Context: an optimization exercise on an open-source flow, tuned for small area, a short achievable clock period and few clock cycles. The choices shown serve that exercise and are no tape-out recipe.
At most, simulation tests tie the RTL to the original design; equivalence was not proved.
Power is estimated from default activity; no workload was simulated.

==> delta <==
// LASER
module LASER (
    input CLK,
    input RST,
    input  [3:0] X,
    input  [3:0] Y,
    output [3:0] C1X,
    output [3:0] C1Y,
    output [3:0] C2X,
    output [3:0] C2Y,
    output reg DONE
);
reg        scan;           
reg  [5:0] cnt;            
reg  [3:0] ph;             
reg  [3:0] icnt;           
reg        isid;           
reg  [3:0] r0;             
reg  [7:0] Fm;             
reg        pv;             
reg        role;           
reg  [7:0] C1r, C2r;       
wire [7:0] A = role ? C2r : C1r;
wire [7:0] F = role ? C1r : C2r;
wire       read_last = ~scan & (cnt == 6'd40);    
reg  [5:0] best_val;
reg  [7:0] best_pos;
reg  [5:0] mcur;           
reg        eqA;            
wire       stop;           
wire       flush  = RST | stop;
reg        RSTr;           
wire       clr    = RSTr | DONE;   
reg  [15:0] B [0:15];
reg  [3:0]  Xr, Yr;        
reg         pt;            
wire [3:0]  yrow = Yr - ph - 4'd1;     
integer i;
always @(posedge CLK) begin
    RSTr <= RST;
    Xr <= X;
    Yr <= Y;
    pt <= ~RST & ~scan & (cnt != 6'd40);
    for (i = 0; i < 16; i = i + 1) begin
        B[i] <= (clr ? 16'd0 : B[(i + 1) % 16]) | ((pt && yrow == i) ? (16'd1 << Xr) : 16'd0);
    end
end
reg  [16:0] h;
reg  [15:1] fxt;           
wire [31:0] fge = {8'h00, fxt, 9'h1ff};
reg  [8:0]  vrow;          
wire [3:0]  ph_n = ph + 4'd1;
integer vd;
always @(posedge CLK)
    for (vd = 0; vd < 9; vd = vd + 1)
        vrow[vd] <= ({2'b00, ph_n} + vd >= 4) && ({2'b00, ph_n} + vd <= 19);
genvar gd, gc;
function [16:0] hdec;          
    input [3:0] p, fy;
    reg [4:0] d;
    integer k;
    begin
        d = {1'b0, p} - {1'b0, fy};
        for (k = 0; k < 17; k = k + 1)
  ...
clock: 11.0 ns
lec_check: 0
abc_area: 1
cap_margin: 20
core_margin: 2
core_utilization: 40
slew_margin: 20
setup_slack_margin: 8
standard.sh (not shown) runs the stock make flow with config.mk's settings and CLKGATE_MAP_FILE= SYNTH_SCRIPT=/design/flow/synth_recipe.tcl, a recipe that flattens the netlist after the stock synthesis.
==> flow/flow/run.sh <==
#!/bin/bash
set -e
cp standard.sh standard.sh.log.txt 2>/dev/null || true
sed -i 's/^export SETUP_SLACK_MARGIN.*$//' config.mk
echo "export SETUP_SLACK_MARGIN = ${MARGIN:-8}" >> config.mk
bash standard.sh > standard.log 2>&1
==> inputs of indigo, as changes to delta <==
--- a/flow/design.v
+++ b/flow/design.v
@@ -13,19 +13,18 @@
 reg  [5:0] cnt;            
 reg  [3:0] ph;             
 reg  [3:0] icnt;           
 reg        isid;           
 reg  [3:0] r0;             
 reg  [7:0] Fm;             
 reg        pv;             
 reg        role;           
-reg  [7:0] C1r, C2r;       
-wire [7:0] A = role ? C2r : C1r;
-wire [7:0] F = role ? C1r : C2r;
+reg  [7:0] A;              
+reg  [7:0] F;              
 wire       read_last = ~scan & (cnt == 6'd40);    
 reg  [5:0] best_val;
 reg  [7:0] best_pos;
 reg  [5:0] mcur;           
 reg        eqA;            
 wire       stop;           
 wire       flush  = RST | stop;
 reg        RSTr;           
@@ -40,18 +39,17 @@
     Xr <= X;
     Yr <= Y;
     pt <= ~RST & ~scan & (cnt != 6'd40);
     for (i = 0; i < 16; i = i + 1) begin
         B[i] <= (clr ? 16'd0 : B[(i + 1) % 16]) | ((pt && yrow == i) ? (16'd1 << Xr) : 16'd0);
     end
 end
 reg  [16:0] h;
-reg  [15:1] fxt;           
-wire [31:0] fge = {8'h00, fxt, 9'h1ff};
+reg  [15:0] fxh;           
 reg  [8:0]  vrow;          
 wire [3:0]  ph_n = ph + 4'd1;
 integer vd;
 always @(posedge CLK)
     for (vd = 0; vd < 9; vd = vd + 1)
         vrow[vd] <= ({2'b00, ph_n} + vd >= 4) && ({2'b00, ph_n} + vd <= 19);
 genvar gd, gc;
 function [16:0] hdec;          
@@ -84,20 +82,20 @@
     localparam integer D = gd - 4;
     wire valid = vrow[gd];
     wire s4 = h[8 - D];
     wire s3 = h[8 - D + 1] | h[8 - D - 1] | h[8 - D + 2] | h[8 - D - 2];
     wire s2 = h[8 - D + 3] | h[8 - D - 3];
     wire s0 = ((8 - D + 4) <= 16 ? h[(8 - D + 4) % 17] : 1'b0) |
               ((8 - D - 4) >= 0  ? h[(8 - D - 4 + 17) % 17] : 1'b0);
     for (gc = 0; gc < 16; gc = gc + 1) begin : g_col
-        wire le0 = fge[gc + 8]     & ~fge[gc + 8 + 1];
-        wire le2 = fge[gc + 8 - 2] & ~fge[gc + 8 + 3];
-        wire le3 = fge[gc + 8 - 3] & ~fge[gc + 8 + 4];
-        wire le4 = fge[gc + 8 - 4] & ~fge[gc + 8 + 5];
+        wire le0 = fxh[gc];
+        wire le2 = |(fxh & (32'h1f << gc) >> 2);
+        wire le3 = |(fxh & (32'h7f << gc) >> 3);
+        wire le4 = |(fxh & (32'h1ff << gc) >> 4);
         wire covf = (s4 & le4) | (s3 & le3) | (s2 & le2) | (s0 & le0);
         assign B_w[gc][gd] = B[(D + 16) % 16][gc] & valid & ~covf;
     end
 end
 endgenerate
 function [1:0] fa;             
     input a, b, c;
     fa = {(a & b) | (a & c) | (b & c), a ^ b ^ c};
@@ -106,37 +104,38 @@
     input a, b;
     ha = {a & b, a ^ b};
 endfunction
 wire [2:0] S2n [0:15];
 wire [2:0] S3n [0:15];
 generate
 for (gc = 0; gc < 16; gc = gc + 1) begin : g_vs
     wire [8:0] w = B_w[gc];
-    wire [1:0] f1 = fa(w[2], w[3], w[4]);
-    wire [1:0] f2 = fa(f1[0], w[5], w[6]);
+    wire [1:0] f1 = fa(w[2], w[3], w[5]);
+    wire [1:0] f2 = fa(f1[0], w[4], w[6]);
     wire [1:0] h1 = ha(f1[1], f2[1]);
     assign S2n[gc] = {h1[1], h1[0], f2[0]};
-    wire [1:0] f3 = fa(w[1], w[7], w[5]);
-    wire [1:0] f4 = fa(f1[0], f3[0], w[6]);
-    wire [1:0] f5 = fa(f1[1], f3[1], f4[1]);
-    assign S3n[gc] = {f5[1], f5[0], f4[0]};
+    wire [1:0] f3 = fa(f2[0], w[1], w[7]);
+    wire [1:0] h2 = ha(h1[0], f3[1]);
+    assign S3n[gc] = {h1[1] | h2[1], h2[0], f3[0]};
 end
 endgenerate
 reg [2:0] S2 [0:15];
 reg [2:0] S3 [0:15];
 reg [8:0] V_w [0:15];      
+reg [3:0] row1;            
 reg       v1, sid1, fst1, lst1, wr1;    
-reg       restart;         
+wire      restart;
 always @(posedge CLK) begin
     for (i = 0; i < 16; i = i + 1) begin
         S2[i]  <= S2n[i];
         S3[i]  <= S3n[i];
         V_w[i] <= B_w[i] & 9'b100010001;
     end
+    row1 <= ph;
     v1   <= scan & ~flush & ~restart;
     sid1 <= isid;
     fst1 <= (icnt == 4'd0);
     lst1 <= (icnt == 4'd15);
     wr1  <= (icnt != 4'd0) && (ph < r0);
     if (icnt == 4'd0)
         r0 <= ph;
 end
@@ -191,21 +190,22 @@
     wire [1:0] g1 = fa(e1[1], e2[1], e3[1]);
     wire [1:0] e5 = fa(e4[0], b3[1], b4[1]);
     wire [1:0] g2 = fa(g1[0], e4[1], e5[1]);
     wire [4:0] hsum = {g1[1], g2[0], e5[0], b5[0]} + {g2[1], 1'b0, b5[1], a5[1]};
     assign cov[gc] = {hsum, a5[0]};
 end
 endgenerate
 reg [5:0] cov_r [0:15];
-wire [3:0] row2 = ph - 4'd2;    
+reg [3:0] row2;
 reg       v2, sid2, fst2, lst2, wr2;
 always @(posedge CLK) begin
     for (i = 0; i < 16; i = i + 1)
         cov_r[i] <= cov[i];
+    row2 <= row1;
     v2   <= v1 & ~flush & ~(restart & (sid1 == isid));
     sid2 <= sid1; fst2 <= fst1; lst2 <= lst1; wr2 <= wr1;
 end
 function gt6c;
     input [5:0] a, b;
     input c;
     reg [5:0] g, l;
     reg g10, l10, g32, l32, g54, l54, g30, l30;
@@ -220,57 +220,67 @@
     end
 endfunction
 function [9:0] pick;           
     input [9:0] a, b;
     pick = gt6(b[9:4], a[9:4]) ? b : a;
 endfunction
 reg [5:0] gv_r [0:1];
 reg [2:0] gi_r [0:1];
-wire [3:0] row3 = ph - 4'd3;
+reg [3:0] row3;
 reg       wr3;
 genvar gg;
 generate
 for (gg = 0; gg < 2; gg = gg + 1) begin : g_half
-    wire [9:0] p0 = pick({cov_r[8*gg],     4'd0}, {cov_r[8*gg + 1], 4'd1});
-    wire [9:0] p1 = pick({cov_r[8*gg + 2], 4'd2}, {cov_r[8*gg + 3], 4'd3});
-    wire [9:0] p2 = pick({cov_r[8*gg + 4], 4'd4}, {cov_r[8*gg + 5], 4'd5});
-    wire [9:0] p3 = pick({cov_r[8*gg + 6], 4'd6}, {cov_r[8*gg + 7], 4'd7});
-    wire [9:0] p  = pick(pick(p0, p1), pick(p2, p3));
+    reg [7:0] alive, hit;
+    reg [5:0] mx;
+    reg [2:0] ix;
+    integer bb, kk;
+    always @(*) begin
+        alive = 8'hff;
+        for (bb = 5; bb >= 0; bb = bb - 1) begin
+            for (kk = 0; kk < 8; kk = kk + 1)
+                hit[kk] = alive[kk] & cov_r[8*gg + kk][bb];
+            mx[bb] = |hit;
+            if (|hit) alive = hit;
+        end
+        ix = 3'd0;
+        for (kk = 7; kk >= 0; kk = kk - 1)
+            if (alive[kk]) ix = kk[2:0];
+    end
     always @(posedge CLK) begin
-        gv_r[gg] <= p[9:4];
-        gi_r[gg] <= p[2:0];
+        gv_r[gg] <= mx;
+        gi_r[gg] <= ix;
     end
 end
 endgenerate
 reg       v3, sid3, fst3, lst3;
-wire [7:0] Ac = (v3e & lst3) ? F : A;
+wire [7:0] Ac = (v3 & lst3) ? F : A;
 always @(posedge CLK) begin
+    row3 <= row2;
     v3   <= v2 & ~flush & ~(restart & (sid2 == isid));
     sid3 <= sid2; fst3 <= fst2; lst3 <= lst2; wr3 <= wr2;
     if (v2 && row2 == Ac[7:4])
         mcur <= cov_r[Ac[3:0]];
 end
 wire       hi   = gt6(gv_r[1], gv_r[0]);
 wire [5:0] rmax = hi ? gv_r[1] : gv_r[0];
 wire [3:0] rarg = hi ? {1'b1, gi_r[1]} : {1'b0, gi_r[0]};
 reg        best_wr;        
 wire       tb       = wr3 & ~best_wr;
 wire       w0       = gt6c(gv_r[0], best_val, tb);
 wire       w1       = gt6c(gv_r[1], best_val, tb);
-wire       v3e      = v3 & ~(restart & (sid3 == isid));
-wire       take     = v3e & (fst3 | (hi ? w1 : w0));
+wire       take     = v3 & (fst3 | (hi ? w1 : w0));
 wire [7:0] best_pos_n = take ? {row3, rarg} : best_pos;
-always @(posedge CLK)
-    restart <= scan & ~flush & take & ((sid3 != isid) | (icnt == 4'd15));
+assign     restart  = take & (sid3 != isid);
 wire       m0       = gt6(gv_r[0], mcur);
 wire       m1       = gt6(gv_r[1], mcur);
 wire       change   = ~pv | gt6(best_val, mcur) | (take & (hi ? m1 : m0));
 wire       eqA_n    = take ? ({row3, rarg} == A) : eqA;
-assign     stop     = v3e & lst3 & ~change;
+assign     stop     = v3 & lst3 & ~change;
 always @(posedge CLK) begin
     if (take) begin
         best_val <= rmax;
         best_pos <= {row3, rarg};
         best_wr  <= wr3;
         eqA      <= ({row3, rarg} == A);
     end
 end
@@ -290,60 +300,68 @@
             scan <= 1'b0;
         end
     end
 end
 wire       fm_load = restart | (icnt == 4'd15);
 wire [3:0] ph1 = ph + 4'd1;
 always @(posedge CLK) begin
     if (~scan)
-        fxt <= 15'd0;
-    else if (fm_load)
-        for (vd = 1; vd < 16; vd = vd + 1)
-            fxt[vd] <= (best_pos[3:0] >= vd);
+        fxh <= 16'd1;
+    else if (take & fm_load)
+        fxh <= 16'd1 << rarg;
+    else if (icnt == 4'd15)
+        fxh <= 16'd1 << best_pos[3:0];
+    else
+        fxh <= fxh;
 end
 always @(posedge CLK) begin
     if (~scan)
         h <= hdec(ph1, 4'd0);
-    else if (fm_load)
+    else if (take & fm_load)
+        h <= hdec(ph1, row3);
+    else if (icnt == 4'd15)
         h <= hdec(ph1, best_pos[7:4]);
     else
         h <= hdec(ph1, Fm[7:4]);
 end
 always @(posedge CLK) begin
     if (~scan) begin
         icnt <= 4'd0;
         isid <= 1'b0;
         Fm   <= 8'd0;
     end else if (restart) begin
         icnt <= 4'd0;
-        Fm   <= best_pos;
+        Fm   <= best_pos_n;
     end else begin
         icnt <= icnt + 4'd1;
         if (icnt == 4'd15) begin
             isid <= ~isid;
-            Fm   <= best_pos;          
+            Fm   <= best_pos_n;        
         end
     end
 end
 always @(posedge CLK) begin
     if (~scan) begin
-        role <= 1'b0; pv <= 1'b0;
+        A <= 8'd0; F <= 8'd0; role <= 1'b0; pv <= 1'b0;
     end else begin
-        if (v3e & lst3) begin
+        if (v3 & lst3) begin
             pv    <= pv | ~eqA_n;
+            F     <= best_pos_n;
+            A     <= F;
             role  <= ~role;
         end
     end
 end
+reg [7:0] C1r, C2r;
 always @(posedge CLK) begin
     if (~scan) begin
         C1r <= 8'd0;
         C2r <= 8'd0;
-    end else if (v3e & lst3) begin
+    end else if (v3 & lst3) begin
         if (role) C2r <= best_pos_n;
         else      C1r <= best_pos_n;
     end
 end
 assign C1X = C1r[3:0];
 assign C1Y = C1r[7:4];
 assign C2X = C2r[3:0];
 assign C2Y = C2r[7:4];
==> flow/flow/run.sh (replaced) <==
#!/bin/bash
set -e
cp standard.sh standard.sh.log.txt 2>/dev/null || true
sed -i 's/^export SETUP_SLACK_MARGIN.*$//' config.mk
echo "export SETUP_SLACK_MARGIN = ${MARGIN:-7}" >> config.mk
bash standard.sh > standard.log 2>&1
==> flow/config.mk (replaced) <==
export PLATFORM = sky130hd
export DESIGN_NAME = LASER
export DESIGN_NICKNAME = LASER
export VERILOG_FILES = /design/flow/design.v
export SDC_FILE = /design/flow/constraint.sdc
export NUM_CORES = 4
export LEC_CHECK = 0
export CAP_MARGIN = 20
export CORE_MARGIN = 2
export CORE_UTILIZATION = 40
export SLEW_MARGIN = 20
export SETUP_SLACK_MARGIN = 7
==> qor summary <==
quantity	indigo	delta
Post-synthesis cell count	3779	4502
Met2 routing resource usage after global routing	0.401	0.417
Die X	308 um	310 um
Routed length on met2	54300 um	57300 um
Area share of buffers outside the clock network	0.0513	0.0552
Worst slew slack as a fraction of its limit	0.241	0.237
Status	complete, no violations	complete, no violations
Routed WL per cell	23.7 um	21.7 um
Worst VDD drop	0.112 mV	0.143 mV
Final wirelength	121000 um	130000 um
Clock power share	0.414	0.392
Non-CTS buffers	248	254
Routed vias/inst	5.69	5.27
Seq. pwr	2.62 mW	2.51 mW
Starting Density	0.403	0.403
Area overhead of the layout relative to synthesis	19.0%	22.0%
Worst-path fanout max	8	5
Setup slack at placement	5.40 ns	6.98 ns
Most common cell type on the critical path	sky130_fd_sc_hd__and4_4	sky130_fd_sc_hd__fa_1
Total routing usage reported by global routing	0.253	0.267
Testbench counts of delta, summed over its fixed seeds: cycles 12,021.
No functional check of the RTL was part of indigo.

==> afterwards: timing with drivers on the ports <==
Ports are ideal in the flow. The routed layouts listed here were re-timed in OpenROAD. Step 1, drivers: a clkbuf_16 drives CLK and a buf_2 each remaining input, both assumed. Step 2 also shifts input and output timing later by t, the mid clock arrival at the registers, as if the neighbouring blocks saw the same clock. Three values: ideal ports, drivers, drivers and shift; two values: the first two.
run	shift t [ns]	setup WS [ns]	worst register clock-pin slew, ns	worst slew at a driven data input, ns
delta	0.684	7.647 / 7.639 / 7.463	0.07 / 0.07	0.06
indigo	0.693	6.205 / 6.205 / 6.205	0.07 / 0.07	0.03
After both steps every run listed still meets setup and hold. For delta, which loses most, drivers alone change the setup slack by -0.008 ns; drivers and shift together by -0.184 ns.
